Source: an optimization exercise on an open RTL-to-GDS flow (aim: small area). Production flows keep margins and buffers that such runs may drop.
At most, simulation tests tie the RTL to the original design; equivalence was not proved.
No functional check of the RTL was part of runs 2, 3 and 8.
Power and IR drop assume default switching activity.

[design/flow/config.mk]
export PLATFORM = sky130hd
export DESIGN_NAME = axi_to_apb_bridge
export DESIGN_NICKNAME = axi_to_apb_bridge
export VERILOG_FILES = /design/flow/design.v
export SDC_FILE = /design/flow/constraint.sdc
export NUM_CORES = 4
export LEC_CHECK = 0
export ABC_AREA = 1
export CAP_MARGIN = 20
export CORE_MARGIN = 2
export CORE_UTILIZATION = 65
export SLEW_MARGIN = 20
[design/flow/constraint.sdc]
create_clock -name core_clock -period 5.0 [get_ports {clk}]
set_input_delay 1.0000 -clock core_clock [delete_from_list [all_inputs] [get_ports {clk}]]
set_output_delay 1.0000 -clock core_clock [all_outputs]
set_load 0.01 [all_outputs]
[design/flow/standard.sh]
#!/bin/bash
# synth_recipe.tcl (not shown) runs the flow's synth.tcl, then flattens the netlist and writes it again
# the make line also repeats each setting of config.mk as NAME=value (left out here)
make -C /OpenROAD-flow-scripts/flow DESIGN_CONFIG=/design/flow/config.mk WORK_HOME=/design/flow/orfs CLKGATE_MAP_FILE= SYNTH_SCRIPT=/design/flow/synth_recipe.tcl "${@:-finish}"
[design/flow/design.v]
`timescale 1ns / 1ps
module axi_to_apb_bridge (
    input  logic        clk,
    input  logic        rst_n,
    input  logic [31:0] awaddr,
    input  logic        awvalid,
    output logic        awready,
    input  logic [31:0] wdata,
    input  logic        wvalid,
    output logic        wready,
    output logic        bvalid,
    input  logic        bready,
    output logic        PSEL,
    output logic        PENABLE,
    output logic        PWRITE,
    output logic [31:0] PADDR,
    output logic [31:0] PWDATA
);
    logic        st1, st0;
    logic [1:0]  cnt;
    logic [31:0] addr;
    logic [31:0] data;
    wire idle   = ~st1 & ~st0;
    wire setup  = ~st1 &  st0;
    wire access = st1 & ~st0;
    wire wdone  = st1 &  st0;
    wire last   = wdone & (cnt == 2'd3);
    wire bhs    = bvalid & bready;
    assign PSEL    = st1;
    assign PWRITE  = st1;
    assign wready  = access;
    assign PENABLE = wdone;
    assign PADDR   = addr;
    assign PWDATA  = data;
    always_ff @(posedge clk or negedge rst_n) begin
        if (!rst_n) begin
            st1     <= 1'b0;
            st0     <= 1'b0;
            awready <= 1'b0;
            bvalid  <= 1'b0;
            cnt     <= 2'd0;
        end else begin
            case ({st1, st0})
                2'b00: if (awvalid && awready) st0 <= 1'b1;
                2'b01: if (wvalid) begin st1 <= 1'b1; st0 <= 1'b0; end
                2'b10: st0 <= 1'b1;
                2'b11: begin st1 <= 1'b0; st0 <= ~last; end
            endcase
            if (bhs)
                awready <= 1'b1;
            else if (idle && awvalid)
                awready <= ~awready;
            if (bhs)
                bvalid <= 1'b0;
            else if (last)
                bvalid <= 1'b1;
            if (bhs)
                cnt <= 2'd0;
            else if (wdone)
                cnt <= cnt + 2'd1;
        end
    end
    logic [29:0] t;     
    logic [29:0] nxt;
    assign nxt = addr[31:2] ^ t;
    assign t[0] = wdone;
    assign t[15:1] = addr[16:2] & t[14:0];
    assign t[16] = t[0] & (&addr[17:2]);
    assign t[29:17] = addr[30:18] & t[28:16];
    always_ff @(posedge clk) begin
        if (idle)
            addr <= awaddr;
        else
            addr <= {nxt, addr[1:0]};
        if (!st1)
            data <= wdata;
    end
endmodule
[design/flow/flow/run.sh]
#!/bin/bash
# Own flow: the standard layout (standard.sh, unchanged synthesis), with
# the port buffers made of the smallest buffer (buf_1) instead of the
# resizer's default choice, and a clock tree of small clock buffers without
# dummy loads. Each tool's output goes to a log in this folder (and ORFS's
# own per-step logs under orfs/logs).
set -euo pipefail
cd "$(dirname "$0")/.."

export BUFFER_PORTS_ARGS="-buffer_cell sky130_fd_sc_hd__buf_1"
export CTS_ARGS="-sink_clustering_enable -repair_clock_nets -dont_use_dummy_load -buf_list {sky130_fd_sc_hd__clkbuf_4 sky130_fd_sc_hd__clkbuf_8} -root_buf sky130_fd_sc_hd__clkbuf_4 -sink_clustering_size 10"

bash standard.sh finish > standard_flow.log 2>&1
==> results of run 1 <==
-- power by group through the flow --
stage          Sequential, mW  Combinational, mW  Clock (mW)
3_3_place_gp            0.990              0.733           0
3_5_place_dp             1.01              0.761           0
6_report                0.995              0.753       0.247
4_1_cts                 0.994              0.764       0.250
2_1_floorplan            1.11              0.373           0
5_1_grt                  1.02              0.863       0.278
-- placed cells by master (no fill, tap or decap) --
cell / Yosys / layout
a21oi_1: 2 / 2
buf_1: 0 / 138
buf_4: 2 / 2
clkbuf_4: 0 / 9
dfrtp_1: 6 / 6
dfxtp_1: 30 / 30
edfxtp_1: 34 / 34
ha_1: 29 / 29
inv_1: 3 / 3
inv_2: 2 / 2
nand2_1: 73 / 73
nand2_2: 1 / 1
nand3_1: 3 / 3
nand3b_1: 1 / 1
nor2_1: 10 / 10
nor2_4: 1 / 1
nor3_2: 1 / 1
o21ai_0: 30 / 30
o21ai_1: 1 / 1
xnor2_1: 2 / 2
xor2_1: 1 / 1
-- logic make-up after synthesis --
group           count (synthesis)
xor+xnor                        3
compound gates                 33
buf+inv                        15
fa+ha+maj                      29
simple gates                   90
flops                          70
-- registers in the layout, indices dropped and copies added (netlist names) --
register	count
st1	1
bvalid	1
data	32
addr	32
awready	1
cnt	2
st0	1
-- path summary, 6_finish.rpt --
path,to,slack [ns],cells past startpoint
max in group asynchronous,st1,4.29,1
min,bvalid,0.46,1
max reg2reg,addr[17],1.36,19
min in group core_clock,awready,0.54,2
max,addr[17],1.36,19
min reg2reg,awready,0.54,2
-- cell type report --
cell class | count | area share
Inverter | 5 | 0.005570
Multi-Input combinational cell | 155 | 0.2718
Clock buffer | 9 | 0.02005
Tap cell | 50 | 0.01857
Sequential cell | 70 | 0.5258
Timing Repair Buffer | 140 | 0.1582
-- synth_stat cells, drive strengths merged --
library cell | n | area [um^2]
buf | 6 | 41.28
nand3b | 1 | 7.510
xor2 | 1 | 8.760
xnor2 | 2 | 17.52
edfxtp | 34 | 1021
o21ai | 31 | 155.1
nand2 | 74 | 280.3
nor3 | 1 | 10.01
dfrtp | 6 | 150.1
clkbuf | 4 | 15.01
a21oi | 2 | 10.01
dfxtp | 30 | 600.6
nand3 | 3 | 15.01
inv | 5 | 18.77
nor2 | 11 | 48.80
ha | 29 | 362.9
-- through the flow --
| step | instances | worst slack (ns) | hold slack, ns | area (um^2) |
|---|---|---|---|---|
| floorplan | 240 | 1.401 | 0.5109 | 2763 |
| global route | 429 | 1.145 | 0.4647 | 3369 |
| global placement | 420 | 1.418 | 0.5106 | 3302 |
| CTS | 429 | 1.334 | 0.4462 | 3369 |
| detailed placement | 420 | 1.310 | 0.5210 | 3302 |
| finish | 429 | 1.357 | 0.4556 | 3369 |
-- layer usage --
metal,part of all wire,global-route usage,vias up
met3,0.078,0.07703,17
met4,0.025,0.1089,0
met1,0.40,0.3287,1003
li1,-,-,1090
met5,0,0,-
met2,0.50,0.4573,116
==> summary.txt, run 1 <==
status no timing/DRC/antenna violations; GPL Wtd Cong roughly 0.80; Post-CTS Setup Inserts 0; root buffer cell clkbuf_4; Ports 139; port buffer count 138; Starting Density 0.6809; CTS sink count 70; first-pass GRT wire length 9.887 mm; Seq/Total Area, Yosys 0.6413; switching part of the total 0.4038; warnings from Yosys 1; Setup CP Type reg2reg; WL final 6.166 mm; P_sw 805.2 uW; mux contribution to synthesized area 0; Antenna diodes 0; Netlist Area Pre-Place roughly 0.0028 mm^2; FF-to-FF Start st0; CP Launch Type flip-flop; Seq pwr share 0.499; DRT antenna net count 0; combinational share of power 0.377; Final Max Tran Viols 0; Setup crit end kind flip-flop; CTS buffer count 9; share of post-route cells with drive strength above 1 0.04222; Worst Path Required 5.27 ns; maximum level of the CTS H-tree 3; initial antenna violation count 0; vias per cell a little over 5; Largest delay share family, worst path adder cells; Tot Pwr roughly 2.0 mW; Resized Gates After CTS 0; CTS tree yes; Final Critical Period 3.643 ns; area grow syn2layout 21.97%; Max Cap Viol 0; worst min path class in2async; worst setup path startpoint st0; Clock Pin Slew Worst Setup and Hold Paths 0.10 ns; Max Buffers Root-to-Sink 2; xor/xnor cell area share of the yosys netlist 0.009511; post-synthesis adder-cell area fraction 0.1313; Synth Register Bits 70; unrepaired setup endpoints after global routing no; Core Area 0.004058 mm^2; clock latency on the worst-skew pair 0.41 ns; dpl hpwl around 4.7 mm; crit-path most repeated cell ha_1; Critical-path top delay cell dfrtp_1; Post-Synth Simple-Gate Area 0.1309; number of global-route vias before repair 2,051; Avg Cell Area, Syn 11.51 um^2; Worst-Margin Slew 0.8305 ns; Worst Skew 0.02713 ns; Yosys cell types 22; global-route usage over all layers 0.2710; largest net degree at the start of global routing 39; Period Utilization, post-route 0.7285; Initial DRC Count 153; Fmax 274.5 MHz; Wirelength per Cell around 14 um; Reg area 0.001772 mm^2; buffers and inverters on the worst path 1; area occupied by multi-input gates 915.9 um^2; crit path cell chain nand2_2, inv_2, ha_1, ha_1, ha_1, ha_1, ha_1, ha_1, ha_1, ha_1, ha_1, ha_1, ha_1, ha_1, ha_1, ha_1, ha_1, xnor2_1, o21ai_0; setup TNS 0 ns; Horiz. Die Dim 69.20 um; Compound-Gate Fraction of Synth Area 0.05978; # DRC 0; Die Area 0.004788 mm^2; endpoints failing hold 0; slowest stage delay, CP 0.39 ns; largest family of logic cells by synthesized area adder cells; total gr overflow 0; crit-path max FO 5; Cells after Synth 240; Finished Core Util 0.8304; syn nets ~340; number of fill cells 244; P_int ~1.2 mW; final setup violating endpoints 0; via count 2,226; Die Height 69.20 um; Relative slew margins 0.4450; maximum VDD drop 323.2 uV; drt first pass iters 4; Hold Buf Count CTS 0; clock power share 0.124; Std-Cell Rows 23; CP arrival 3.91 ns; power per standard cell area roughly 590 mW/mm^2; Pleak 1.446 nW; nets between 400 and 500
==> inputs of run 2 (changes only) <==
--- a/design/flow/design.v
+++ b/design/flow/design.v
@@ -65,7 +65,9 @@
     assign nxt = addr[31:2] ^ t;
     assign t[0] = wdone;
-    assign t[15:1] = addr[16:2] & t[14:0];
-    assign t[16] = t[0] & (&addr[17:2]);
-    assign t[29:17] = addr[30:18] & t[28:16];
+    assign t[9:1] = addr[10:2] & t[8:0];
+    assign t[10] = t[0] & (&addr[11:2]);
+    assign t[19:11] = addr[20:12] & t[18:10];
+    assign t[20] = t[10] & (&addr[21:12]);
+    assign t[29:21] = addr[30:22] & t[28:20];
     always_ff @(posedge clk) begin
         if (idle)
==> summary.txt, run 2 <==
status no timing/DRC/antenna violations; Ports 139; FF-to-FF Start st1; initial antenna violation count 0; Post-synth EDFFs 34; Worst Skew around 0.034 ns; Die Height 69.78 um; CP arrival 3.44 ns; GPL Wtd Cong ~0.75; syn nets 341; dpl hpwl between 4 and 5 mm; # DRC 0; Synth top cells by count nand2_1, edfxtp_1, dfxtp_1; first-pass GRT wire length 10.09 mm; Synth Register Bits 70; Relative slew margins 0.3963; maximum VDD drop 328.6 uV; Worst-Margin Slew 0.9055 ns; Max Cap Viol 0; global-route usage over all layers 0.2720; crit path cell chain nand2_4, nor2_2, nand3_2, inv_1, ha_1, ha_1, ha_1, ha_1, ha_1, ha_1, ha_1, ha_1, ha_1, o21ai_0, nand2_1; Die Area 0.004869 mm^2; crit-path max FO 33; unrepaired setup endpoints after global routing no; root buffer cell clkbuf_4; WL final approximately 6.3 mm; CTS sink count 70; Setup crit end kind flip-flop; top_reg_cell synth edfxtp_1; Yosys cell types 23; Avg Cell Area, Syn approximately 12 um^2; CP Launch Type flip-flop; port buffer count between 100 and 150; CTS tree yes; Cells after Synth 244; Wirelength per Cell approximately 15 um; Largest delay share family, worst path adder cells; Hold Buf Count CTS 0; Core Area 0.004086 mm^2; commonest non-fill, non-tap cell in the layout buf_1; setup TNS 0 ns; clock latency on the worst-skew pair 0.41 ns; CTS buffer count 9; nets 481; Fmax 316.9 MHz; ys async rst share 0.08571; Final Max Tran Viols 0; endpoints failing hold 0; Initial DRC Count between 150 and 200; final setup violating endpoints 0; Yosys top cell by area edfxtp_1; Netlist Area Pre-Place 0.002813 mm^2; share of post-route cells with drive strength above 1 0.04450; power per standard cell area 593.7 mW/mm^2; Final Critical Period 3.155 ns; Post-CTS Setup Inserts 0; via count about 2,200; number of global-route vias before repair about 2,100; Horiz. Die Dim 69.78 um; Resized Gates After CTS 0; total gr overflow 0; post-placement setup slack 1.830 ns; DRT antenna net count 0; top cell type's share of synthesized area 0.3630; Setup CP Type reg2reg; commonest non-fill, non-tap cells in the layout buf_1, nand2_1, edfxtp_1; Largest regs addr (32), data (32), cnt (2); number of fill cells approximately 260; Std-Cell Rows 23; drt first pass iters 4; vias per cell about 5.2; Critical-path top delay cell dfrtp_1; Max Buffers Root-to-Sink 2; largest net degree at the start of global routing 34; Clock Pin Slew Worst Setup and Hold Paths around 0.09 ns; Area contributors post-synth edfxtp_1, dfxtp_1, ha_1; Seq/Total Area, Yosys 0.6299; worst min path class in2async; buffers and inverters on the worst path 1; maximum level of the CTS H-tree 3; crit-path most repeated cell ha_1; area grow syn2layout 20.37%; Antenna diodes 0; Starting Density 0.6883; most frequent cell after synthesis nand2_1; worst setup path startpoint st1; Pleak between 1 and 1.5 nW; setup ws final 1.845 ns; slowest stage delay, CP 0.72 ns; Period Utilization, post-route 0.6311; warnings from Yosys 1; Worst Path Required 5.28 ns
-- run 2: changes by cell type after synthesis, moves of 2 or more --
cell,delta
nand2_1,+2
nor2_2,+3
buf_2,-3
inv_1,+2
buf_6,+4
nor2_1,-3
-- run 2: per-stage QoR --
step                      total power [mW]  instance area, um^2  cells    util  hold WS (ns)
after global placement               1.727                 3318    423  0.8120        0.5021
after detailed placement             1.783                 3318    423  0.8120        0.5393
final                                2.010                 3386    432  0.8285        0.4667
after global routing                 2.176                 3386    432  0.8285        0.4584
after CTS                            2.024                 3386    432  0.8285        0.4505
after floorplan                      1.518                 2813    244       -        0.5109
-- run 2: worst register-to-register path, cell delays in order, from the launching register on --
cell	delay [ns]
dfrtp_1	0.72
nand2_4	0.23
nor2_2	0.06
nand3_2	0.09
inv_1	0.05
ha_1	0.17
ha_1	0.18
ha_1	0.18
ha_1	0.18
ha_1	0.19
ha_1	0.19
ha_1	0.18
ha_1	0.19
ha_1	0.28
o21ai_0	0.09
nand2_1	0.10
-- run 2: area by class of cell --
type                    instances  area, um^2  share of cell area
well taps                      50       62.56             0.01848
clock buffers                   9       67.56             0.01996
repair buffers                140       533.0              0.1574
multi-input cells             157       928.4              0.2742
inverters                       6       22.52            0.006652
flip-flops and latches         70        1772              0.5233
-- run 2: final timing paths --
kind / depth (start not counted) / to / slack [ns]
max: 15 / addr[20] / 1.84
min: 1 / cnt[0] / 0.47
max reg2reg: 15 / addr[20] / 1.84
min reg2reg: 2 / awready / 0.55
max in group asynchronous: 1 / cnt[1] / 4.26
min in group core_clock: 2 / awready / 0.55
-- run 2: report_power, final --
part           leakage [nW]  switching, mW  internal, mW
clock network        0.0414          0.161        0.0836
registers             0.661          0.195         0.865
logic                 0.746          0.464         0.242
-- run 2: logic make-up (layout without fill, tap and decap cells) --
family / count (synthesis) / count (layout) / share of synthesized area
simple gates: 91 / 91 / 0.1317
flops: 70 / 70 / 0.6299
compound gates: 34 / 34 / 0.06139
fa+ha+maj: 28 / 28 / 0.1246
buf+inv: 17 / 155 / 0.04003
xor+xnor: 4 / 4 / 0.01246
-- run 2: routing by layer --
metal	track usage	part of all wire	up-vias
met1	0.3209	0.37	1000
met3	0.09448	0.091	10
li1	-	-	1097
met4	0.07906	0.015	0
met5	0	0	-
met2	0.4698	0.52	128
==> inputs of run 3 (changes only) <==
--- a/design/flow/design.v
+++ b/design/flow/design.v
@@ -61,13 +61,14 @@
         end
     end
-    logic [29:0] t;     
+    logic [30:0] t;
     logic [29:0] nxt;
-    assign nxt = addr[31:2] ^ t;
     assign t[0] = wdone;
-    assign t[9:1] = addr[10:2] & t[8:0];
-    assign t[10] = t[0] & (&addr[11:2]);
-    assign t[19:11] = addr[20:12] & t[18:10];
-    assign t[20] = t[10] & (&addr[21:12]);
-    assign t[29:21] = addr[30:22] & t[28:20];
+    genvar i;
+    generate
+        for (i = 0; i < 30; i++) begin : g_inc
+            assign nxt[i]   = addr[i+2] ^ t[i];
+            assign t[i+1]   = addr[i+2] & t[i];
+        end
+    endgenerate
     always_ff @(posedge clk) begin
         if (idle)
--- a/design/flow/config.mk
+++ b/design/flow/config.mk
@@ -6,5 +6,4 @@
 export NUM_CORES = 4
 export LEC_CHECK = 0
-export ABC_AREA = 1
 export CAP_MARGIN = 20
 export CORE_MARGIN = 2
==> summary.txt, run 3 <==
Std-Cell Rows 24; slowest stage delay, CP 0.40 ns; Critical-path top delay cell dfrtp_2; Die Area 0.004906 mm^2; GPL Wtd Cong 0.7176; DRT antenna net count 0; Most Crowded Layer GR met2; total gr overflow 0; Fmax 180.4 MHz; CP Launch Type flip-flop; share of post-route cells with drive strength above 1 0.2582; Worst Skew roughly 0.031 ns; Finished Core Util 0.8958; commonest non-fill, non-tap cells in the layout buf_1, edfxtp_1, dfxtp_1; setup ws final -0.5440 ns; top_reg_cell synth edfxtp_1; Post-synth EDFFs 34; warnings from Yosys 1; Cells after Synth ~160; Ports about 140; Yosys cell types 24; crit-path most repeated cell ha_4; Antenna diodes 0; Avg Cell Area, Syn 17.83 um^2; Worst-Margin Slew ~0.57 ns; syn nets 258; Synth Register Bits 70; SO Faults setup timing; WL final 6.001 mm; Synth top cells by count edfxtp_1, dfxtp_1, ha_1; clock latency on the worst-skew pair between 0.4 and 0.5 ns; worst min path class in2async; met2 Track Usage GR 0.4963; endpoints failing hold 0; met1 Use GR 0.2436; Horiz. Die Dim roughly 70 um; # DRC 0; initial antenna violation count 0; Largest delay share family, worst path adder cells; Wirelength per Cell between 15 and 20 um; Setup crit end kind flip-flop; CTS buffer count 9; Initial DRC Count 55; Tot Pwr 2.232 mW; status finished with violations; power per standard cell area just under 600 mW/mm^2; Seq/Total Area, Yosys 0.6249; Largest regs addr (32), data (32), cnt (2); Clock Pin Slew Worst Setup and Hold Paths 0.08 ns; Die Height 70.05 um; root buffer cell clkbuf_4; Period Utilization, post-route 1.109; met3 Track Usage GR 0.1097; crit-path max FO 2; Final Cell Area roughly 0.0038 mm^2; unrepaired setup endpoints after global routing yes; buffers and inverters on the worst path 0; Hold Buf Count CTS 0; drt first pass iters 4; number of global-route vias before repair 1,932; dpl hpwl 4.814 mm; CP arrival 5.82 ns; Relative slew margins 0.6217; vias per cell roughly 5.2; Yosys top cell by area edfxtp_1; non-filler instance count after layout 358; Pleak roughly 1.4 nW; Worst Path Required 5.27 ns; Area contributors post-synth edfxtp_1, dfxtp_1, mux2_4; Max Buffers Root-to-Sink 2; global-route usage over all layers 0.2604; Netlist Area Pre-Place 0.002835 mm^2; final setup violating endpoints 4; via count around 1,900; setup TNS -1.415 ns; ys async rst share 0.08571; Max Cap Viol 0; CTS tree yes; nets 407; maximum level of the CTS H-tree 3; Resized Gates After CTS 0; largest net degree at the start of global routing 35; area grow syn2layout 34.73%; Setup CP Type reg2reg; Final Max Tran Viols 0; maximum VDD drop ~460 uV; most frequent cell after synthesis edfxtp_1; port buffer count 138; Final Critical Period 5.544 ns; top cell type's share of synthesized area 0.3601; Starting Density 0.6649; commonest non-fill, non-tap cell in the layout buf_1; Core Area approximately 0.0043 mm^2; post-placement cell count about 350; first-pass GRT wire length 9.328 mm; Post-DP Area ~0.0037 mm^2; CTS sink count 70
[run 3: cell types whose count changed after synthesis, moves of 4 or more]
cell / delta
nand2_1: -75
mux2_4: +29
o21ai_0: -28
nor2_1: -6
buf_6: -5
inv_1: -4
[run 3: area by class of cell]
| class | count | area, um^2 |
|---|---|---|
| sequential | 70 | 1773 |
| clock buffer | 9 | 67.56 |
| fill | 188 | 444.2 |
| multi-input combinational | 82 | 1348 |
| inverter | 1 | 3.754 |
| tap | 52 | 65.06 |
| timing repair buffer | 144 | 563.0 |
[run 3: cell families (layout without fill, tap and decap cells)]
family                   count (synthesis)  in the layout  synth area share
AO/OA/AOI/OAI                            9              9           0.02118
multiplexers                            33             33            0.1686
XOR/XNOR                                 1              1          0.003090
AND/OR/NAND/NOR                          9              9           0.02118
adder cells (fa/ha/maj)                 30             30            0.1324
buffers and inverters                    7            154           0.02869
flip-flops                              70             70            0.6249
[run 3: layer usage]
metal / vias up / part of all wire
li1: 886 / -
met1: 873 / 0.32
met2: 88 / 0.58
met3: 12 / 0.079
met4: 0 / 0.020
met5: - / 0
[run 3: what timing repair did]
action | 4_1_cts | 5_1_grt
endpoints found under the hold margin | 0 | 0
endpoints found under the setup margin | 4 | 5
setup buffers | 1 | 1
pin swaps | 1 | 1
[run 3: metrics by stage]
| step | hold WS [ns] | setup WS, ns |
|---|---|---|
| after CTS | 0.4786 | -0.5684 |
| after global routing | 0.4790 | -0.6739 |
| after global placement | 0.5332 | -0.4676 |
| after detailed placement | 0.5411 | -0.5526 |
| final | 0.4798 | -0.5440 |
| after floorplan | 0.5241 | -0.6526 |
[run 3: power by group]
part	total [mW]	leakage [nW]	internal, mW	switching [mW]
Combinational	0.948	0.713	0.495	0.453
Sequential	1.04	0.668	0.862	0.175
Clock	0.246	0.0414	0.0836	0.162
[run 3: final timing paths]
check | start | to | slack, ns | cells after the start
max | st1 | addr[31] | -0.54 | 32
min | rst_n | awready | 0.48 | 1
max reg2reg | st1 | addr[31] | -0.54 | 32
min reg2reg | bvalid | bvalid | 0.56 | 1
max in group asynchronous | rst_n | st1 | 4.25 | 1
min in group core_clock | bvalid | bvalid | 0.56 | 1
==> inputs of run 4 (changes only) <==
--- a/design/flow/design.v
+++ b/design/flow/design.v
@@ -61,14 +61,11 @@
         end
     end
-    logic [30:0] t;
+    logic [29:0] t;     
     logic [29:0] nxt;
+    assign nxt = addr[31:2] ^ t;
     assign t[0] = wdone;
-    genvar i;
-    generate
-        for (i = 0; i < 30; i++) begin : g_inc
-            assign nxt[i]   = addr[i+2] ^ t[i];
-            assign t[i+1]   = addr[i+2] & t[i];
-        end
-    endgenerate
+    assign t[15:1] = addr[16:2] & t[14:0];
+    assign t[16] = t[0] & (&addr[17:2]);
+    assign t[29:17] = addr[30:18] & t[28:16];
     always_ff @(posedge clk) begin
         if (idle)
--- a/design/flow/flow/run.sh
+++ b/design/flow/flow/run.sh
@@ -9,5 +9,5 @@
 
 export BUFFER_PORTS_ARGS="-buffer_cell sky130_fd_sc_hd__buf_1"
-export CTS_ARGS="-sink_clustering_enable -repair_clock_nets -dont_use_dummy_load -buf_list {sky130_fd_sc_hd__clkbuf_4 sky130_fd_sc_hd__clkbuf_8} -root_buf sky130_fd_sc_hd__clkbuf_4 -sink_clustering_size 10"
+export CTS_ARGS="-sink_clustering_enable -repair_clock_nets -dont_use_dummy_load -buf_list {sky130_fd_sc_hd__clkbuf_8} -root_buf sky130_fd_sc_hd__clkbuf_8 -sink_clustering_size 24"
 
 bash standard.sh finish > standard_flow.log 2>&1
--- a/design/flow/config.mk
+++ b/design/flow/config.mk
@@ -6,4 +6,5 @@
 export NUM_CORES = 4
 export LEC_CHECK = 0
+export ABC_AREA = 1
 export CAP_MARGIN = 20
 export CORE_MARGIN = 2
==> summary.txt, run 4 <==
total gr overflow 0; endpoints failing hold 0; CP arrival 3.86 ns; WL final 6.202 mm; Horiz. Die Dim 69.20 um; global-route usage over all layers 0.2689; Final Critical Period about 3.7 ns; Starting Density 0.6809; Ports 139; Worst Path Required 5.20 ns; Max Buffers Root-to-Sink 2; first-pass GRT wire length 9.832 mm; GPL Wtd Cong 0.7981; crit-path most repeated cell ha_1; Pleak 1.469 nW; worst hold margin 0.5163 ns; share of post-route cells with drive strength above 1 0.04222; crit-path max FO 5; clock latency on the worst-skew pair 0.34 ns; largest net degree at the start of global routing 39; syn nets between 300 and 400; met3 wire length approximately 440 um; Resized Gates After CTS 0; commonest non-fill, non-tap cell in the layout buf_1; Std-Cell Rows 23; Setup CP Type reg2reg; Wirelength per Cell 14.46 um; initial antenna violation count 0; Post-synth EDFFs 34; final setup violating endpoints 0; Post-CTS Setup Inserts 0; worst min path class in2async; Netlist Area Pre-Place 0.002763 mm^2; DRT antenna net count 0; Period Utilization, post-route 0.7312; Hold Buf Count CTS 0; crit path cell chain nand2_2, inv_2, ha_1, ha_1, ha_1, ha_1, ha_1, ha_1, ha_1, ha_1, ha_1, ha_1, ha_1, ha_1, ha_1, ha_1, ha_1, xnor2_1, o21ai_0; setup TNS 0 ns; Max Cap Viol 0; port buffer count 138; CTS tree yes; slowest stage delay, CP 0.38 ns; Largest regs addr (32), data (32), cnt (2); root buffer cell clkbuf_8; Clock Pin Slew Worst Setup and Hold Paths 0.07 ns; Seq/Total Area, Yosys 0.6413; most frequent cell after synthesis nand2_1; warnings from Yosys 1; Die Height 69.20 um; Core Area about 0.004 mm^2; via count approximately 2,200; # DRC 0; status no timing/DRC/antenna violations; Relative slew margins 0.4533; Top Layer Used met4; commonest non-fill, non-tap cells in the layout buf_1, nand2_1, edfxtp_1; number of global-route vias before repair 2,053; dpl hpwl between 4 and 5 mm; Worst-Margin Slew 0.8182 ns; Avg Cell Area, Syn 11.51 um^2; Fmax ~270 MHz; Setup crit end kind flip-flop; Final Cell Area 0.003426 mm^2; ys async rst share 0.08571; CTS sink count 70; vias per cell around 5.2; CP Launch Type flip-flop; nets ~480; Yosys top cell by area edfxtp_1; Die Area 0.004788 mm^2; Cells after Synth 240; buffers and inverters on the worst path 1; Area contributors post-synth edfxtp_1, dfxtp_1, ha_1; Initial DRC Count 118; maximum level of the CTS H-tree 3; unrepaired setup endpoints after global routing no; Synth top cells by count nand2_1, edfxtp_1, dfxtp_1, o21ai_0, ha_1; Final Max Tran Viols 0; Yosys cell types 22; Largest delay share family, worst path adder cells; Post-DP Area 0.003302 mm^2; top cell type's share of synthesized area 0.3696; power per standard cell area 608.3 mW/mm^2; maximum VDD drop ~340 uV; met1 wire length 2.474 mm; WL met2 3.168 mm; drt first pass iters 5; Antenna diodes 0; Critical-path top delay cell dfrtp_1; Worst Skew 0.01686 ns; top_reg_cell synth edfxtp_1; CTS buffer count 9; Synth Register Bits 70; Finished Core Util 0.8443; area grow syn2layout 24.00%; post-placement setup slack 1.310 ns; setup ws final 1.344 ns
[run 4: final timing paths]
check	startpoint	end	slack [ns]	depth (start not counted)
worst max-delay path	st0	addr[17]	1.34	19
worst max register to register	st0	addr[17]	1.34	19
worst min-delay path	rst_n	bvalid	0.52	1
worst min register to register	awready	awready	0.53	2
max in group asynchronous	rst_n	st1	4.23	1
min in group core_clock	awready	awready	0.53	2
[run 4: layer usage]
metal | vias up | track usage
met5 | - | 0
met4 | 0 | 0.1242
met3 | 11 | 0.06686
met2 | 112 | 0.4605
met1 | 1013 | 0.3190
li1 | 1088 | -
[run 4: cells by family (layout without fill, tap and decap cells)]
logic type                 after synthesis  after routing  synth area share
buffers and inverters                   15            154           0.02717
and+or+nand+nor                         90             90            0.1309
AOI/OAI and AO/OA                       33             33           0.05978
DFF                                     70             70            0.6413
adders and majority gates               29             29            0.1313
xor gates and xnor gates                 3              3          0.009513
[run 4: power breakdown]
group	switching [mW]	leakage [nW]	internal (mW)
combinational	0.513	0.743	0.238
clock	0.176	0.0647	0.160
sequential	0.127	0.661	0.869
[run 4: worst register-to-register path: cells and delay by family, from the launching register on]
kind / cells / cell delay (ns)
and+or+nand+nor: 1 / 0.12
buffers and inverters: 1 / 0.07
AOI/OAI and AO/OA: 1 / 0.08
xor gates and xnor gates: 1 / 0.13
adders and majority gates: 15 / 2.75
DFF: 1 / 0.38
[run 4: area by class of cell]
cell class | instances | area, um^2
flip-flops and latches | 70 | 1772
inverters | 5 | 18.77
clock buffers | 9 | 123.9
fillers | 229 | 631.9
well taps | 50 | 62.56
repair buffers | 140 | 533.0
multi-input cells | 155 | 915.9
[run 4: stage by stage]
stage,total power [mW],std cells
floorplan,1.480,240
global placement,1.723,420
detailed placement,1.768,420
CTS,2.097,429
global route,2.242,429
finish,2.084,429
==> inputs of run 5 (changes only) <==
--- a/design/flow/flow/run.sh
+++ b/design/flow/flow/run.sh
@@ -9,5 +9,5 @@
 
 export BUFFER_PORTS_ARGS="-buffer_cell sky130_fd_sc_hd__buf_1"
-export CTS_ARGS="-sink_clustering_enable -repair_clock_nets -dont_use_dummy_load -buf_list {sky130_fd_sc_hd__clkbuf_8} -root_buf sky130_fd_sc_hd__clkbuf_8 -sink_clustering_size 24"
+export CTS_ARGS="-sink_clustering_enable -repair_clock_nets -dont_use_dummy_load -buf_list {sky130_fd_sc_hd__clkbuf_8} -root_buf sky130_fd_sc_hd__clkbuf_4 -sink_clustering_size 16"
 
 bash standard.sh finish > standard_flow.log 2>&1
==> summary.txt, run 5 <==
CTS tree yes; setup TNS 0 ns; Area contributors post-synth edfxtp_1, dfxtp_1, ha_1; non-filler instance count after layout 429; Netlist Area Pre-Place roughly 0.0028 mm^2; Ports 139; WL final roughly 6.2 mm; Fmax 274.5 MHz; area grow syn2layout 21.97%; total gr overflow 0; Std-Cell Rows 23; Setup crit end kind flip-flop; Yosys top cell by area edfxtp_1; Antenna diodes 0; Initial DRC Count 153; final setup violating endpoints 0; syn nets 338; GPL Wtd Cong roughly 0.8; Most Crowded Layer GR met2; DRT antenna net count 0; Setup CP Type reg2reg; Period Utilization, post-route 0.7285; Worst Path Required 5.27 ns; Worst setup endpoint addr[17]; Synth Register Bits 70; crit-path most repeated cell ha_1; CP Launch Type flip-flop; dpl hpwl 4.655 mm; worst min path class in2async; Critical-path top delay cell dfrtp_1; Final Max Tran Viols 0; most frequent cell after synthesis nand2_1; via count 2,226; commonest non-fill, non-tap cells in the layout buf_1, nand2_1, edfxtp_1; reg-to-reg endpoint addr[17]; met1 Use GR 0.3287; crit-path max FO 5; Worst R2R Path Depth 19; Seq/Total Area, Yosys 0.6413; Die Area about 0.0048 mm^2; endpoints failing hold 0; power per standard cell area 591.7 mW/mm^2; CP arrival 3.91 ns; Clock Pin Slew Worst Setup and Hold Paths ~0.10 ns; Tot Pwr 1.994 mW; slowest stage delay, CP 0.39 ns; share of post-route cells with drive strength above 1 0.04222; # DRC 0; first-pass GRT wire length 9.887 mm; largest net degree at the start of global routing 39; Max Buffers Root-to-Sink 2; root buffer cell clkbuf_4; Yosys cell types 22; cell depth of the worst setup path 19; Core Area between 0.004 and 0.005 mm^2; number of fill cells ~240; ys async rst share 0.08571; top_reg_cell synth edfxtp_1; Avg Cell Area, Syn 11.51 um^2; met2 Track Usage GR 0.4573; buffers and inverters on the worst path 1; CTS sink count 70; warnings from Yosys 1; top cell type's share of synthesized area 0.3696; Post-synth EDFFs 34; clock latency on the worst-skew pair just over 0.4 ns; CTS buffer count 9; drt first pass iters 4; Die Height around 70 um; number of global-route vias before repair around 2,100; unrepaired setup endpoints after global routing no; Pleak 1.446 nW; Largest regs addr (32), data (32), cnt (2); flop-to-flop setup slack 1.36 ns; port buffer count 138; worst setup path startpoint st0; Hold Buf Count CTS 0; Resized Gates After CTS 0; maximum level of the CTS H-tree 3; Post-CTS Setup Inserts 0; Wirelength per Cell 14.37 um; global-route usage over all layers 0.2710; post-placement cell count 420; Horiz. Die Dim roughly 69 um; Worst Skew 0.02713 ns; maximum VDD drop about 320 uV; Worst-Margin Slew 0.8305 ns; met3 Track Usage GR 0.07703; Starting Density 0.6809; Final Critical Period 3.643 ns; nets 479; commonest non-fill, non-tap cell in the layout buf_1; vias per cell 5.189; Largest delay share family, worst path adder cells; status no timing/DRC/antenna violations; Synth top cells by count nand2_1, edfxtp_1, dfxtp_1, o21ai_0, ha_1; FF-to-FF Start st0; crit path cell chain nand2_2, inv_2, ha_1, ha_1, ha_1, ha_1, ha_1, ha_1, ha_1, ha_1, ha_1, ha_1, ha_1, ha_1, ha_1, ha_1, ha_1, xnor2_1, o21ai_0; Max Cap Viol 0; initial antenna violation count 0; Relative slew margins 0.4450; Cells after Synth 240
## run 5: cell counts after synthesis
No cell type changed its count.
## run 5: layout make-up
cell class	count	area, um^2	share of cell area
Inverter	5	18.77	0.005570
Tap cell	50	62.56	0.01857
Multi-Input combinational cell	155	915.9	0.2718
Clock buffer	9	67.56	0.02005
Timing Repair Buffer	140	533.0	0.1582
Sequential cell	70	1772	0.5258
## run 5: how the worst min path moves through the flow
stage               startpoint      end  slack, ns  cells after the start
finish                   rst_n   bvalid       0.46                      1
global route             rst_n   bvalid       0.46                      1
floorplan               cnt[0]   cnt[0]       0.51                      2
global placement       awready  awready       0.51                      2
detailed placement     awready  awready       0.52                      2
CTS                      rst_n   bvalid       0.45                      1
## run 5: power breakdown
| group | internal (mW) | leakage (nW) | switching [mW] |
|---|---|---|---|
| Sequential | 0.867 | 0.661 | 0.127 |
| Clock | 0.0836 | 0.0414 | 0.163 |
| Combinational | 0.238 | 0.743 | 0.515 |
| Total | 1.19 | 1.45 | 0.805 |
## run 5: cell families after synthesis
family                   synth area share
AND/OR/NAND/NOR                    0.1309
flip-flops                         0.6413
AO/OA/AOI/OAI                     0.05978
adder cells (fa/ha/maj)            0.1313
buffers and inverters             0.02717
XOR/XNOR                         0.009513
## run 5: worst register-to-register path: stages, from the launching register on
cell and delay, ns:
dfrtp_1 0.39, nand2_2 0.12, inv_2 0.07, ha_1 0.20
ha_1 0.18, ha_1 0.18, ha_1 0.18, ha_1 0.18
ha_1 0.19, ha_1 0.20, ha_1 0.18, ha_1 0.18
ha_1 0.19, ha_1 0.18, ha_1 0.18, ha_1 0.18
ha_1 0.18, ha_1 0.18, xnor2_1 0.12, o21ai_0 0.08
## run 5: routing by layer
metal / up-vias / routed length [um]
met2: 116 / 3072
met4: 0 / 157
met3: 17 / 484
met5: - / 0
li1: 1090 / -
met1: 1003 / 2452
## run 5: stage by stage
stage,hold slack (ns),area [um^2],utilization,setup slack (ns)
after global routing,0.4647,3369,0.8304,1.145
after detailed placement,0.5210,3302,0.8138,1.310
after CTS,0.4462,3369,0.8304,1.334
after global placement,0.5106,3302,0.8138,1.418
final,0.4556,3369,0.8304,1.357
after floorplan,0.5109,2763,-,1.401
==> inputs of run 6 (changes only) <==
--- a/design/flow/flow/run.sh
+++ b/design/flow/flow/run.sh
@@ -9,5 +9,5 @@
 
 export BUFFER_PORTS_ARGS="-buffer_cell sky130_fd_sc_hd__buf_1"
-export CTS_ARGS="-sink_clustering_enable -repair_clock_nets -dont_use_dummy_load -buf_list {sky130_fd_sc_hd__clkbuf_8} -root_buf sky130_fd_sc_hd__clkbuf_4 -sink_clustering_size 16"
+export CTS_ARGS="-sink_clustering_enable -repair_clock_nets -dont_use_dummy_load -buf_list {sky130_fd_sc_hd__clkbuf_4 sky130_fd_sc_hd__clkbuf_8} -root_buf sky130_fd_sc_hd__clkbuf_4 -sink_clustering_size 24 -sink_clustering_max_diameter 100"
 
 bash standard.sh finish > standard_flow.log 2>&1
==> summary.txt, run 6 <==
vias per cell 5.189; Seq/Total Area, Yosys 0.6413; number of fill cells 244; commonest non-fill, non-tap cell in the layout buf_1; Post-CTS Setup Inserts 0; dpl hpwl roughly 4.7 mm; post-placement cell count 420; top cell type's share of synthesized area 0.3696; Setup CP Type reg2reg; xor/xnor cell area share of the yosys netlist 0.009511; Core Area 0.004058 mm^2; CTS tree yes; worst min path class in2async; share of post-route cells with drive strength above 1 0.04222; syn nets 338; port buffer count 138; Period Utilization, post-route 0.7285; # DRC 0; Starting Density 0.6809; crit-path max FO 5; largest family of logic cells by synthesized area adder cells; Cells after Synth 240; Ports 139; most frequent cell after synthesis nand2_1; Die Height 69.20 um; Compound-Gate Fraction of Synth Area 0.05978; ys async rst share 0.08571; Pleak 1.446 nW; Wirelength per Cell 14.37 um; status no timing/DRC/antenna violations; Initial DRC Count between 150 and 200; top_reg_cell synth edfxtp_1; drt first pass iters 4; Post-Synth Simple-Gate Area 0.1309; setup TNS 0 ns; FF-to-FF Start st0; Worst R2R Path Depth 19; nets ~480; unrepaired setup endpoints after global routing no; CTS buffer count 9; via count ~2,200; Reg area between 0.0015 and 0.002 mm^2; commonest non-fill, non-tap cells in the layout buf_1, nand2_1, edfxtp_1; Die Area 0.004788 mm^2; Fmax approximately 270 MHz; warnings from Yosys 1; mux contribution to synthesized area 0; Worst-Margin Slew 0.8305 ns; GPL Wtd Cong 0.7981; Post-synth EDFFs 34; Relative slew margins 0.4450; maximum level of the CTS H-tree 3; Final Max Tran Viols 0; Antenna diodes 0; Max Buffers Root-to-Sink 2; Max Cap Viol 0; Avg Cell Area, Syn between 10 and 15 um^2; CP Launch Type flip-flop; Final Critical Period 3.643 ns; CP arrival 3.91 ns; Worst Skew 0.02713 ns; non-filler instance count after layout 429; total gr overflow 0; power per standard cell area about 590 mW/mm^2; root buffer cell clkbuf_4; maximum VDD drop 323.2 uV; Clock Pin Slew Worst Setup and Hold Paths around 0.10 ns; first-pass GRT wire length between 9 and 10 mm; area occupied by multi-input gates approximately 900 um^2; initial antenna violation count 0; reg-to-reg endpoint addr[17]; Worst Path Required about 5.3 ns; Largest regs addr (32), data (32), cnt (2); Area contributors post-synth edfxtp_1, dfxtp_1, ha_1; endpoints failing hold 0; global-route usage over all layers 0.2710; clock latency on the worst-skew pair 0.41 ns; flop-to-flop setup slack 1.36 ns; WL final 6.166 mm; Resized Gates After CTS 0; post-synthesis adder-cell area fraction 0.1313; Synth Register Bits 70; Setup crit end kind flip-flop; Yosys top cell by area edfxtp_1; Hold Buf Count CTS 0; number of global-route vias before repair 2,051; Synth top cells by count nand2_1, edfxtp_1, dfxtp_1, o21ai_0, ha_1; largest net degree at the start of global routing 39; worst hold margin 0.4556 ns; CTS sink count 70; Yosys cell types 22; Std-Cell Rows 23; area grow syn2layout 21.97%; Netlist Area Pre-Place 0.002763 mm^2; final setup violating endpoints 0; Horiz. Die Dim 69.20 um; DRT antenna net count 0
[run 6: cell counts in the layout (fill, tap and decap cells not counted)]
Identical to the previous run, type by type.
[run 6: routing by layer]
layer / up-vias / part of all wire / track usage
li1: 1090 / - / -
met1: 1003 / 0.40 / 0.3287
met2: 116 / 0.50 / 0.4573
met3: 17 / 0.078 / 0.07703
met4: 0 / 0.025 / 0.1089
met5: - / 0 / 0
[run 6: worst max-delay path, stage by stage, from the launching register on]
cell and delay, ns:
dfrtp_1 0.39, nand2_2 0.12, inv_2 0.07, ha_1 0.20
ha_1 0.18, ha_1 0.18, ha_1 0.18, ha_1 0.18
ha_1 0.19, ha_1 0.19, ha_1 0.18, ha_1 0.18
ha_1 0.19, ha_1 0.18, ha_1 0.18, ha_1 0.18
ha_1 0.18, ha_1 0.18, xnor2_1 0.12, o21ai_0 0.08
[run 6: metrics by stage]
stage          cell area [um^2]  total power, mW  utilization  worst slack (ns)
2_1_floorplan              2763            1.480            -             1.401
3_3_place_gp               3302            1.723       0.8138             1.418
3_5_place_dp               3302            1.768       0.8138             1.310
4_1_cts                    3369            2.007       0.8304             1.334
5_1_grt                    3369            2.162       0.8304             1.145
6_report                   3369            1.994       0.8304             1.357
[run 6: how the worst max path moves through the flow]
stage          startpoint  endpoint  slack (ns)
6_report              st0  addr[17]        1.36
5_1_grt               st0  addr[17]        1.14
4_1_cts               st0  addr[17]        1.33
3_5_place_dp          st0  addr[17]        1.31
3_3_place_gp          st0  addr[17]        1.42
2_1_floorplan         st1  addr[16]        1.40
[run 6: cell type report]
class,count,area share
clock buffers,9,0.02005
inverters,5,0.005570
multi-input cells,155,0.2718
flip-flops and latches,70,0.5258
well taps,50,0.01857
repair buffers,140,0.1582
[run 6: report_power, final]
group          internal, mW  switching (mW)  total (mW)
combinational         0.238           0.515       0.753
sequential            0.867           0.127       0.995
clock                0.0836           0.163       0.247
[run 6: logic make-up (layout without fill, tap and decap cells)]
kind of cell,count (synthesis),in the layout
AO/OA/AOI/OAI,33,33
XOR/XNOR,3,3
adder cells (fa/ha/maj),29,29
buffers and inverters,15,154
flip-flops,70,70
AND/OR/NAND/NOR,90,90
==> inputs of run 7 (changes only) <==
--- a/design/flow/flow/run.sh
+++ b/design/flow/flow/run.sh
@@ -9,5 +9,5 @@
 
 export BUFFER_PORTS_ARGS="-buffer_cell sky130_fd_sc_hd__buf_1"
-export CTS_ARGS="-sink_clustering_enable -repair_clock_nets -dont_use_dummy_load -buf_list {sky130_fd_sc_hd__clkbuf_4 sky130_fd_sc_hd__clkbuf_8} -root_buf sky130_fd_sc_hd__clkbuf_4 -sink_clustering_size 24 -sink_clustering_max_diameter 100"
+export CTS_ARGS="-sink_clustering_enable -repair_clock_nets -dont_use_dummy_load -buf_list {sky130_fd_sc_hd__clkbuf_4 sky130_fd_sc_hd__clkbuf_8} -root_buf sky130_fd_sc_hd__clkbuf_4 -sink_clustering_size 35 -sink_clustering_max_diameter 200"
 
 bash standard.sh finish > standard_flow.log 2>&1
==> summary.txt, run 7 <==
status no timing/DRC/antenna violations; flop-to-flop setup slack approximately 1.4 ns; Antenna diodes 0; area occupied by multi-input gates approximately 920 um^2; power per standard cell area 591.7 mW/mm^2; Reg area 0.001772 mm^2; met3 Track Usage GR 0.07703; CTS tree yes; via count 2,226; warnings from Yosys 1; GPL Wtd Cong 0.7981; CTS sink count 70; initial antenna violation count 0; Final Max Tran Viols 0; nets 479; Avg Cell Area, Syn ~12 um^2; Max Buffers Root-to-Sink 2; CP arrival 3.91 ns; endpoints failing hold 0; FF-to-FF Start st0; worst hold margin between 0.4 and 0.5 ns; Starting Density 0.6809; Synth Register Bits 70; CP Launch Type flip-flop; top cell type's share of synthesized area 0.3696; Period Utilization, post-route 0.7285; most frequent cell after synthesis nand2_1; first-pass GRT wire length 9.887 mm; Core Area slightly above 0.004 mm^2; Post-CTS Setup Inserts 0; Max Cap Viol 0; Largest regs addr (32), data (32), cnt (2); ys async rst share 0.08571; Worst Path Required 5.27 ns; maximum level of the CTS H-tree 3; Hold Buf Count CTS 0; Die Area roughly 0.0048 mm^2; Initial DRC Count around 150; Clock Pin Slew Worst Setup and Hold Paths 0.10 ns; commonest non-fill, non-tap cell in the layout buf_1; Setup crit end kind flip-flop; unrepaired setup endpoints after global routing no; WL final a little over 6 mm; met2 Track Usage GR 0.4573; DRT antenna net count 0; commonest non-fill, non-tap cells in the layout buf_1, nand2_1, edfxtp_1; Resized Gates After CTS 0; # DRC 0; Netlist Area Pre-Place 0.002763 mm^2; Yosys top cell by area edfxtp_1; CTS buffer count 9; maximum VDD drop 323.2 uV; Area contributors post-synth edfxtp_1, dfxtp_1, ha_1; post-placement setup slack 1.310 ns; post-placement cell count 420; drt first pass iters 4; global-route usage over all layers 0.2710; worst min path class in2async; vias per cell approximately 5.2; dpl hpwl around 4.7 mm; number of global-route vias before repair 2,051; syn nets 338; total gr overflow 0; port buffer count 138; Cells after Synth between 200 and 250; setup ws final 1.357 ns; Ports approximately 140; largest net degree at the start of global routing 39; share of post-route cells with drive strength above 1 0.04222; Yosys cell types 22; Seq/Total Area, Yosys 0.6413; Final Critical Period ~3.6 ns; root buffer cell clkbuf_4; Fmax 274.5 MHz; clock latency on the worst-skew pair 0.41 ns; number of fill cells 244; Post-synth EDFFs 34; non-filler instance count after layout 429; Horiz. Die Dim 69.20 um; Worst Skew 0.02713 ns; Std-Cell Rows 23; setup TNS 0 ns; Wirelength per Cell 14.37 um; Setup CP Type reg2reg; met1 Use GR 0.3287; area grow syn2layout 21.97%; Die Height 69.20 um; Pleak between 1 and 1.5 nW; reg-to-reg endpoint addr[17]; Relative slew margins 0.4450; crit-path max FO 5; Most Crowded Layer GR met2; Synth top cells by count nand2_1, edfxtp_1, dfxtp_1, o21ai_0, ha_1; Worst R2R Path Depth 19; final setup violating endpoints 0; top_reg_cell synth edfxtp_1; Worst-Margin Slew about 0.83 ns
==> run 7: where the power goes <==
group	switching [mW]	total [mW]	internal, mW
clock network	0.163	0.247	0.0836
registers	0.127	0.995	0.867
logic	0.515	0.753	0.238
total	0.805	1.99	1.19
==> run 7: worst max path at each step <==
stage               start       end  slack (ns)  cells after the start
floorplan             st1  addr[16]        1.40                     19
global placement      st0  addr[17]        1.42                     19
detailed placement    st0  addr[17]        1.31                     19
CTS                   st0  addr[17]        1.33                     19
global route          st0  addr[17]        1.14                     19
finish                st0  addr[17]        1.36                     19
==> run 7: final cells by class <==
| class | count | share of cell area |
|---|---|---|
| timing repair buffer | 140 | 0.1582 |
| multi-input combinational | 155 | 0.2718 |
| inverter | 5 | 0.005570 |
| tap | 50 | 0.01857 |
| clock buffer | 9 | 0.02005 |
| sequential | 70 | 0.5258 |
==> run 7: critical path, cell delays in order, from the launching register on <==
cell	delay, ns
dfrtp_1	0.39
nand2_2	0.12
inv_2	0.07
ha_1	0.20
ha_1	0.18
ha_1	0.18
ha_1	0.18
ha_1	0.18
ha_1	0.19
ha_1	0.19
ha_1	0.18
ha_1	0.18
ha_1	0.19
ha_1	0.18
ha_1	0.18
ha_1	0.18
ha_1	0.18
ha_1	0.18
xnor2_1	0.12
o21ai_0	0.08
==> run 7: cell families after synthesis <==
| group | synth area share |
|---|---|
| compound gates | 0.05978 |
| xor+xnor | 0.009513 |
| fa+ha+maj | 0.1313 |
| buf+inv | 0.02717 |
| flops | 0.6413 |
| simple gates | 0.1309 |
==> run 7: through the flow <==
step	utilization	instance area, um^2	total power, mW
6_report	0.8304	3369	1.994
3_3_place_gp	0.8138	3302	1.723
3_5_place_dp	0.8138	3302	1.768
2_1_floorplan	-	2763	1.480
5_1_grt	0.8304	3369	2.162
4_1_cts	0.8304	3369	2.007
==> run 7: metal layers <==
layer | routed length, um | vias up
met2 | 3072 | 116
met3 | 484 | 17
met5 | 0 | -
met1 | 2452 | 1003
li1 | - | 1090
met4 | 157 | 0
==> inputs of run 8 (changes only) <==
--- a/design/flow/design.v
+++ b/design/flow/design.v
@@ -61,16 +61,9 @@
         end
     end
-    logic [29:0] t;     
-    logic [29:0] nxt;
-    assign nxt = addr[31:2] ^ t;
-    assign t[0] = wdone;
-    assign t[15:1] = addr[16:2] & t[14:0];
-    assign t[16] = t[0] & (&addr[17:2]);
-    assign t[29:17] = addr[30:18] & t[28:16];
     always_ff @(posedge clk) begin
         if (idle)
             addr <= awaddr;
-        else
-            addr <= {nxt, addr[1:0]};
+        else if (wdone)
+            addr[31:2] <= addr[31:2] + 30'd1;
         if (!st1)
             data <= wdata;
==> design/flow/run.sh (new file) <==
#!/bin/bash
# synth_recipe.tcl (not shown) runs the flow's synth.tcl, then flattens the netlist and writes it again
# the make line also repeats each setting of config.mk as NAME=value (left out here)
make -C /OpenROAD-flow-scripts/flow DESIGN_CONFIG=/design/flow/config.mk WORK_HOME=/design/flow/orfs CLKGATE_MAP_FILE= SYNTH_SCRIPT=/design/flow/synth_recipe.tcl finish
--- a/design/flow/config.mk
+++ b/design/flow/config.mk
@@ -6,7 +6,6 @@
 export NUM_CORES = 4
 export LEC_CHECK = 0
-export ABC_AREA = 1
 export CAP_MARGIN = 20
 export CORE_MARGIN = 2
-export CORE_UTILIZATION = 65
+export CORE_UTILIZATION = 40
 export SLEW_MARGIN = 20
removed: design/flow/flow/run.sh
removed: design/flow/standard.sh
==> summary.txt, run 8 <==
reg-to-reg endpoint addr[26]; status no timing/DRC/antenna violations; Resized Gates After CTS 0; first-pass GRT wire length ~11 mm; dpl hpwl 5.553 mm; top cell type's share of synthesized area 0.5863; Initial DRC Count 119; Worst-Margin Slew 0.7123 ns; worst hold margin 0.5464 ns; via count ~2,600; Setup crit end kind output pin; ys async rst share 0.08571; total gr overflow 0; crit-path max FO 9; power per standard cell area ~610 mW/mm^2; number of fill cells about 690; clock power share 0.152; worst min path class reg2reg; FF-to-FF Start addr[2]; Worst R2R Path Depth 5; Die Height 94.53 um; Yosys cell types 42; syn nets 337; root buffer cell clkbuf_8; P_sw approximately 1.1 mW; WL final 7.731 mm; Wirelength per Cell 15.16 um; Yosys top cell by area edfxtp_1; endpoints failing hold 0; Finished Core Util 0.6064; cell depth of the worst setup path 2; global-route usage over all layers 0.1672; warnings from Yosys 1; Netlist Area Pre-Place ~0.0033 mm^2; combinational share of power 0.430; Largest delay share family, worst path buffers and inverters; Seq pwr share 0.418; area grow syn2layout 49.69%; P_int 1.924 mW; unrepaired setup endpoints after global routing no; Hold Buf Count CTS 0; final setup violating endpoints 0; Final Critical Period approximately 2.8 ns; commonest non-fill, non-tap cells in the layout clkdlybuf4s50_1, edfxtp_1, nand2_1; Cells after Synth 262; buffers and inverters on the worst path 1; CP arrival 1.75 ns; Worst Path Required 4.00 ns; switching part of the total 0.3596; CTS tree yes; Std-Cell Rows 33; Setup CP Type reg2out; Worst setup endpoint PENABLE; worst setup path startpoint st1; drt first pass iters 4; top_reg_cell synth edfxtp_1; CTS buffer count 9; Post-CTS Setup Inserts 0; CTS sink count 70; setup TNS 0 ns; largest net degree at the start of global routing 41; CP Launch Type flip-flop; maximum level of the CTS H-tree 3; Worst Skew ~0.0081 ns; Fmax 363.6 MHz; Seq/Total Area, Yosys 0.6321; nets about 480; Pleak 1.680 nW; Avg Cell Area, Syn 12.51 um^2; clock latency on the worst-skew pair 0.34 ns; flop-to-flop setup slack between 2 and 3 ns; most frequent cell after synthesis edfxtp_1; commonest non-fill, non-tap cell in the layout clkdlybuf4s50_1; Tot Pwr approximately 3.0 mW; Horiz. Die Dim around 95 um; Period Utilization, post-route 0.5501; GPL Wtd Cong 0.7421; Max Buffers Root-to-Sink 2; # DRC 0; Area contributors post-synth edfxtp_1, dfrtp_1, or4_1; Critical-path top delay cell clkdlybuf4s50_1; Relative slew margins 0.5222; Ports ~140; Final Max Tran Viols 0; Max Cap Viol 0; slowest stage delay, CP 0.61 ns; Largest regs addr (32), data (32), cnt (2); port buffer count 138; Synth Register Bits 70; initial antenna violation count 0; DRT antenna net count 0; maximum VDD drop roughly 300 uV; number of global-route vias before repair approximately 2,300; crit path cell chain ha_1, clkdlybuf4s50_1; Die Area between 0.008 and 0.009 mm^2; vias per cell 5.094; Clock Pin Slew Worst Setup and Hold Paths 0.07 ns; Synth top cells by count edfxtp_1, nand2_1, o21ai_0, or4_1; Post-synth EDFFs 64; share of post-route cells with drive strength above 1 0.05679; Starting Density 0.4051; Antenna diodes 0; Core Area just over 0.008 mm^2
==> run 8: stage by stage <==
| step | instances | area, um^2 | worst slack [ns] |
|---|---|---|---|
| after floorplan | 262 | 3278 | 2.276 |
| after global placement | 494 | 4712 | 2.649 |
| after detailed placement | 494 | 4712 | 2.609 |
| after CTS | 510 | 4907 | 2.229 |
| after global routing | 510 | 4907 | 2.166 |
| final | 510 | 4907 | 2.250 |
==> run 8: cell type report <==
class	instances	area, um^2	area share
clock buffers	9	123.9	0.02524
clock inverters	7	71.32	0.01453
inverters	11	41.29	0.008414
multi-input cells	167	1064	0.2167
flip-flops and latches	70	2072	0.4222
well taps	105	131.4	0.02677
repair buffers	141	1404	0.2861
==> run 8: cell families (layout without fill, tap and decap cells) <==
family / Yosys count / count (layout) / synth area share
mux: 3 / 3 / 0.009542
buf+inv: 25 / 168 / 0.04351
simple gates: 92 / 92 / 0.1531
compound gates: 54 / 54 / 0.1069
flops: 70 / 70 / 0.6321
xor+xnor: 12 / 12 / 0.03206
fa+ha+maj: 6 / 6 / 0.02290
==> run 8: how the worst min path moves through the flow <==
stage / from / depth (start not counted) / endpoint
detailed placement: bvalid / 1 / cnt[0]
finish: bvalid / 1 / cnt[0]
global route: bvalid / 1 / cnt[0]
global placement: bvalid / 1 / cnt[0]
floorplan: cnt[1] / 2 / cnt[1]
CTS: bvalid / 1 / cnt[0]
==> run 8: power by group through the flow <==
stage	Sequential (mW)	Clock (mW)	Combinational (mW)
floorplan	1.34	0	0.557
global placement	1.26	0	1.30
detailed placement	1.26	0	1.31
CTS	1.26	0.470	1.32
global route	1.29	0.491	1.41
finish	1.26	0.458	1.29
==> run 8: metal layers <==
metal | track usage | routed length (um)
met3 | 0.03751 | 402
met5 | 0 | 0
met2 | 0.2774 | 3808
met4 | 0.06884 | 117
met1 | 0.2123 | 3402
==> run 8: worst reg2reg max path, stage by stage (launching register included) <==
cell and delay, ns:
edfxtp_1 0.42, ha_1 0.25, nand4_1 0.19, or3_1 0.61
or4_1 0.53, a31oi_1 0.18
==> inputs of run 9 (changes only) <==
--- a/design/flow/design.v
+++ b/design/flow/design.v
@@ -1,3 +1,12 @@
 `timescale 1ns / 1ps
+module axi_to_apb_bridge_sel (
+    input  logic s0,
+    input  logic a,
+    input  logic s1,
+    input  logic b,
+    output logic y
+);
+    assign y = (s0 & a) | (s1 & b);
+endmodule
 module axi_to_apb_bridge (
     input  logic        clk,
@@ -22,5 +31,5 @@
     logic [31:0] data;
     wire idle   = ~st1 & ~st0;
-    wire setup  = ~st1 &  st0;
+    wire busy   = st1 | st0;
     wire access = st1 & ~st0;
     wire wdone  = st1 &  st0;
@@ -61,11 +70,31 @@
         end
     end
+    logic [29:0] t;     
+    logic [29:0] nxt;
+    assign nxt = addr[31:2] ^ t;
+    assign t[0] = wdone;
+    assign t[15:1] = addr[16:2] & t[14:0];
+    assign t[16] = t[0] & (&addr[17:2]);
+    assign t[29:17] = addr[30:18] & t[28:16];
+    logic [31:0] addr_d, data_d;
+    logic        load_d, hold_d;
+    assign load_d = ~st1;
+    assign hold_d = st1;
+    genvar i;
+    generate
+        for (i = 0; i < 32; i++) begin : g_sel
+            axi_to_apb_bridge_sel u_addr (
+                .s0(idle), .a(awaddr[i]),
+                .s1(busy), .b(i < 2 ? addr[i] : nxt[i >= 2 ? i - 2 : 0]),
+                .y(addr_d[i]));
+            axi_to_apb_bridge_sel u_data (
+                .s0(load_d), .a(wdata[i]),
+                .s1(hold_d), .b(data[i]),
+                .y(data_d[i]));
+        end
+    endgenerate
     always_ff @(posedge clk) begin
-        if (idle)
-            addr <= awaddr;
-        else if (wdone)
-            addr[31:2] <= addr[31:2] + 30'd1;
-        if (!st1)
-            data <= wdata;
+        addr <= addr_d;
+        data <= data_d;
     end
 endmodule
==> design/flow/flow/run.sh (new file) <==
#!/bin/bash
# Own flow: the standard layout (standard.sh, unchanged synthesis), with
# the port buffers made of the smallest buffer (buf_1) instead of the
# resizer's default choice, and a clock tree of small clock buffers without
# dummy loads. Each tool's output goes to a log in this folder (and ORFS's
# own per-step logs under orfs/logs).
set -euo pipefail
cd "$(dirname "$0")/.."

export BUFFER_PORTS_ARGS="-buffer_cell sky130_fd_sc_hd__buf_1"
export CTS_ARGS="-sink_clustering_enable -repair_clock_nets -dont_use_dummy_load -buf_list {sky130_fd_sc_hd__clkbuf_4 sky130_fd_sc_hd__clkbuf_8} -root_buf sky130_fd_sc_hd__clkbuf_4 -sink_clustering_size 35 -sink_clustering_max_diameter 200 -sink_buffer_max_cap_derate 1.0"

bash standard.sh finish > standard_flow.log 2>&1
==> design/flow/standard.sh (new file) <==
#!/bin/bash
# synth_recipe.tcl (not shown) runs the flow's synth.tcl, then flattens the netlist and writes it again
# the make line also repeats each setting of config.mk as NAME=value (left out here)
make -C /OpenROAD-flow-scripts/flow DESIGN_CONFIG=/design/flow/config.mk WORK_HOME=/design/flow/orfs CLKGATE_MAP_FILE= SYNTH_SCRIPT=/design/flow/synth_recipe.tcl "${@:-finish}"
--- a/design/flow/config.mk
+++ b/design/flow/config.mk
@@ -8,4 +8,6 @@
 export CAP_MARGIN = 20
 export CORE_MARGIN = 2
-export CORE_UTILIZATION = 40
+export CORE_UTILIZATION = 65
 export SLEW_MARGIN = 20
+export SYNTH_HIERARCHICAL = 1
+export SYNTH_MINIMUM_KEEP_SIZE = 0
removed: design/flow/run.sh
==> summary.txt, run 9 <==
Hold Buf Count CTS 0; Top Layer Used met4; port buffer count 138; power per standard cell area 681.8 mW/mm^2; ys async rst share 0.08571; setup TNS 0 ns; Post-DP Area 0.003115 mm^2; Max Buffers Root-to-Sink 2; Fmax 256.0 MHz; number of global-route vias before repair 2,024; P_sw between 800 and 900 uW; drt first pass iters 4; met3 wire length 524 um; CTS buffer count 9; vias per cell between 5 and 6; Post-CTS Setup Inserts 0; Setup CP Type reg2reg; CP arrival 4.18 ns; clock latency on the worst-skew pair 0.40 ns; Die Height 66.48 um; Seq pwr share 0.465; Core Area around 0.0037 mm^2; Worst R2R Path Depth 19; Initial DRC Count 130; maximum level of the CTS H-tree 3; WL final ~6.0 mm; endpoints failing hold 0; top cell type's share of synthesized area 0.5049; Avg Cell Area, Syn about 13 um^2; status no timing/DRC/antenna violations; top_reg_cell synth dfxtp_1; first-pass GRT wire length 9.239 mm; Starting Density 0.6828; Worst Path Required ~5.3 ns; Finished Core Util 0.8566; Cells after Synth 193; Die Area 0.004420 mm^2; clock power share 0.114; Setup crit end kind flip-flop; Worst-Margin Slew 1.009 ns; area grow syn2layout 25.44%; Synth Register Bits 70; crit path cell chain nand2_1, inv_1, ha_1, ha_1, ha_1, ha_1, ha_1, ha_1, ha_1, ha_1, ha_1, ha_1, ha_1, ha_1, ha_1, ha_1, ha_1, xor2_1, a22o_1; Relative slew margins 0.3265; final setup violating endpoints 0; CTS sink count 70; DRT antenna net count 0; Area contributors post-synth dfxtp_1, a22o_1, ha_1; Yosys top cell by area dfxtp_1; Period Utilization, post-route 0.7812; total gr overflow 0; Final Critical Period a little under 4 ns; reg-to-reg endpoint addr[17]; Worst Skew between 0.02 and 0.03 ns; Yosys cell types 20; WL met2 2.904 mm; Final Cell Area 0.003183 mm^2; slowest stage delay, CP 0.44 ns; Ports 139; Resized Gates After CTS 0; commonest non-fill, non-tap cell in the layout buf_1; Synth top cells by count a22o_1, dfxtp_1, ha_1; P_int 1.310 mW; dpl hpwl 4.400 mm; maximum VDD drop 434.5 uV; via count 2,179; CP Launch Type flip-flop; Horiz. Die Dim between 60 and 70 um; initial antenna violation count 0; switching part of the total 0.3963; FF-to-FF Start st0; Netlist Area Pre-Place 0.002537 mm^2; crit-path most repeated cell ha_1; root buffer cell clkbuf_4; syn nets 291; Max Cap Viol 0; Clock Pin Slew Worst Setup and Hold Paths about 0.11 ns; crit-path max FO 6; Seq/Total Area, Yosys 0.5641; # DRC 0; nets 440; global-route usage over all layers 0.2809; Post-synth EDFFs 0; met1 wire length ~2.4 mm; Critical-path top delay cell dfrtp_1; worst min path class in2async; Antenna diodes 0; share of post-route cells with drive strength above 1 0.03529; unrepaired setup endpoints after global routing no; CTS tree yes; Largest regs addr (32), data (32), cnt (2); Pleak 1.434 nW; Final Max Tran Viols 0; Std-Cell Rows 22; flop-to-flop setup slack around 1.1 ns; GPL Wtd Cong 0.8346; Wirelength per Cell 15.44 um; largest net degree at the start of global routing 39; commonest non-fill, non-tap cells in the layout buf_1, a22o_1, dfxtp_1; warnings from Yosys 7; combinational share of power 0.421
## run 9: cell types whose count changed in the layout (fill, tap and decap cells not counted), moves of 22 or more
cell	delta
buf_1	+138
clkdlybuf4s50_1	-138
dfxtp_1	+64
edfxtp_1	-64
a22o_1	+63
ha_1	+23
nand2_1	-22
## run 9: layer usage
layer	global-route usage	up-vias
li1	-	1053
met1	0.3374	998
met2	0.4650	113
met3	0.06588	15
met4	0.1505	0
met5	0	-
## run 9: how the worst max path moves through the flow
stage / start / endpoint / slack (ns) / cells after the start
6_report: st0 / addr[17] / 1.09 / 19
5_1_grt: st0 / addr[17] / 0.93 / 19
4_1_cts: st0 / addr[17] / 1.09 / 19
3_5_place_dp: st0 / addr[17] / 1.16 / 19
3_3_place_gp: st0 / addr[17] / 1.27 / 19
2_1_floorplan: st1 / addr[17] / 0.88 / 19
## run 9: critical path, delay by kind of cell, from the launching register on
| family | cells | cell delay [ns] |
|---|---|---|
| xor+xnor | 1 | 0.14 |
| buf+inv | 1 | 0.12 |
| compound gates | 1 | 0.18 |
| fa+ha+maj | 15 | 2.77 |
| simple gates | 1 | 0.16 |
| flops | 1 | 0.44 |
## run 9: cell type report
type	instances	area, um^2
clock buffer	9	67.56
fill	217	533.0
multi-input combinational	119	1087
tap	48	60.06
inverter	3	11.26
timing repair buffer	139	525.5
sequential	70	1431
## run 9: power by group through the flow
stage	Clock, mW	Sequential (mW)	Combinational (mW)
finish	0.247	1.01	0.913
detailed placement	0	1.02	0.911
global placement	0	1.00	0.885
global route	0.276	1.04	1.01
floorplan	0	1.15	0.430
CTS	0.250	1.01	0.922
## run 9: per-module statistics from Yosys (local to each module, per instance)
module / times used / cells inside
axi_to_apb_bridge_sel: 64 / 1
axi_to_apb_bridge: 1 / 129
## run 9: kinds of logic (layout without fill, tap and decap cells)
| group | count (synthesis) | count (layout) | synth area share |
|---|---|---|---|
| DFF | 70 | 70 | 0.5641 |
| adders and majority gates | 29 | 29 | 0.1430 |
| muxes | 2 | 2 | 0.007890 |
| AOI/OAI and AO/OA | 72 | 72 | 0.2387 |
| buffers and inverters | 4 | 151 | 0.007397 |
| and+or+nand+nor | 13 | 13 | 0.02860 |
| xor gates and xnor gates | 3 | 3 | 0.01036 |
## run 9: metrics by stage
| stage | power [mW] | setup WS [ns] | cells | hold WS (ns) |
|---|---|---|---|---|
| global route | 2.333 | 0.9297 | 388 | 0.4529 |
| floorplan | 1.575 | 0.8826 | 193 | 0.5110 |
| global placement | 1.887 | 1.267 | 379 | 0.4503 |
| finish | 2.170 | 1.094 | 388 | 0.4603 |
| CTS | 2.180 | 1.089 | 388 | 0.4470 |
| detailed placement | 1.931 | 1.161 | 379 | 0.4517 |

==> static timing again, ports no longer ideal <==
No port has a modelled driver above. Below, the same layouts with a new extraction and two added sets of constraints. Step 1 assumes that a clkbuf_16 drives the clock port and a buf_2 every other input. Step 2 times the ports against the registers' clock, not the clock port: input delays grow and output delays shrink by t, the midpoint of the rising clock arrivals with the driver on. Three values: ideal, step 1, step 2; two values: the first two.
| run | t (ns) | slack for setup (ns) | worst hold slack (ns) | latest minus earliest clock arrival (ns) |
|---|---|---|---|---|
| run 1 | 0.418 | 1.357 / 1.357 / 1.357 | 0.456 / 0.451 / 0.537 | 0.028 / 0.027 |
| run 2 | 0.414 | 1.845 / 1.845 / 1.845 | 0.467 / 0.466 / 0.550 | 0.035 / 0.035 |
| run 3 | 0.417 | -0.544 / -0.544 / -0.544 | 0.480 / 0.479 / 0.561 | 0.034 / 0.034 |
| run 4 | 0.363 | 1.344 / 1.344 / 1.344 | 0.516 / 0.508 / 0.533 | 0.017 / 0.017 |
| run 5 | 0.418 | 1.357 / 1.357 / 1.357 | 0.456 / 0.451 / 0.537 | 0.028 / 0.027 |
| run 6 | 0.418 | 1.357 / 1.357 / 1.357 | 0.456 / 0.451 / 0.537 | 0.028 / 0.027 |
| run 7 | 0.418 | 1.357 / 1.357 / 1.357 | 0.456 / 0.451 / 0.537 | 0.028 / 0.027 |
| run 8 | 0.369 | 2.250 / 2.219 / 2.588 | 0.546 / 0.546 / 0.546 | 0.011 / 0.011 |
| run 9 | 0.411 | 1.094 / 1.094 / 1.094 | 0.460 / 0.459 / 0.475 | 0.030 / 0.030 |
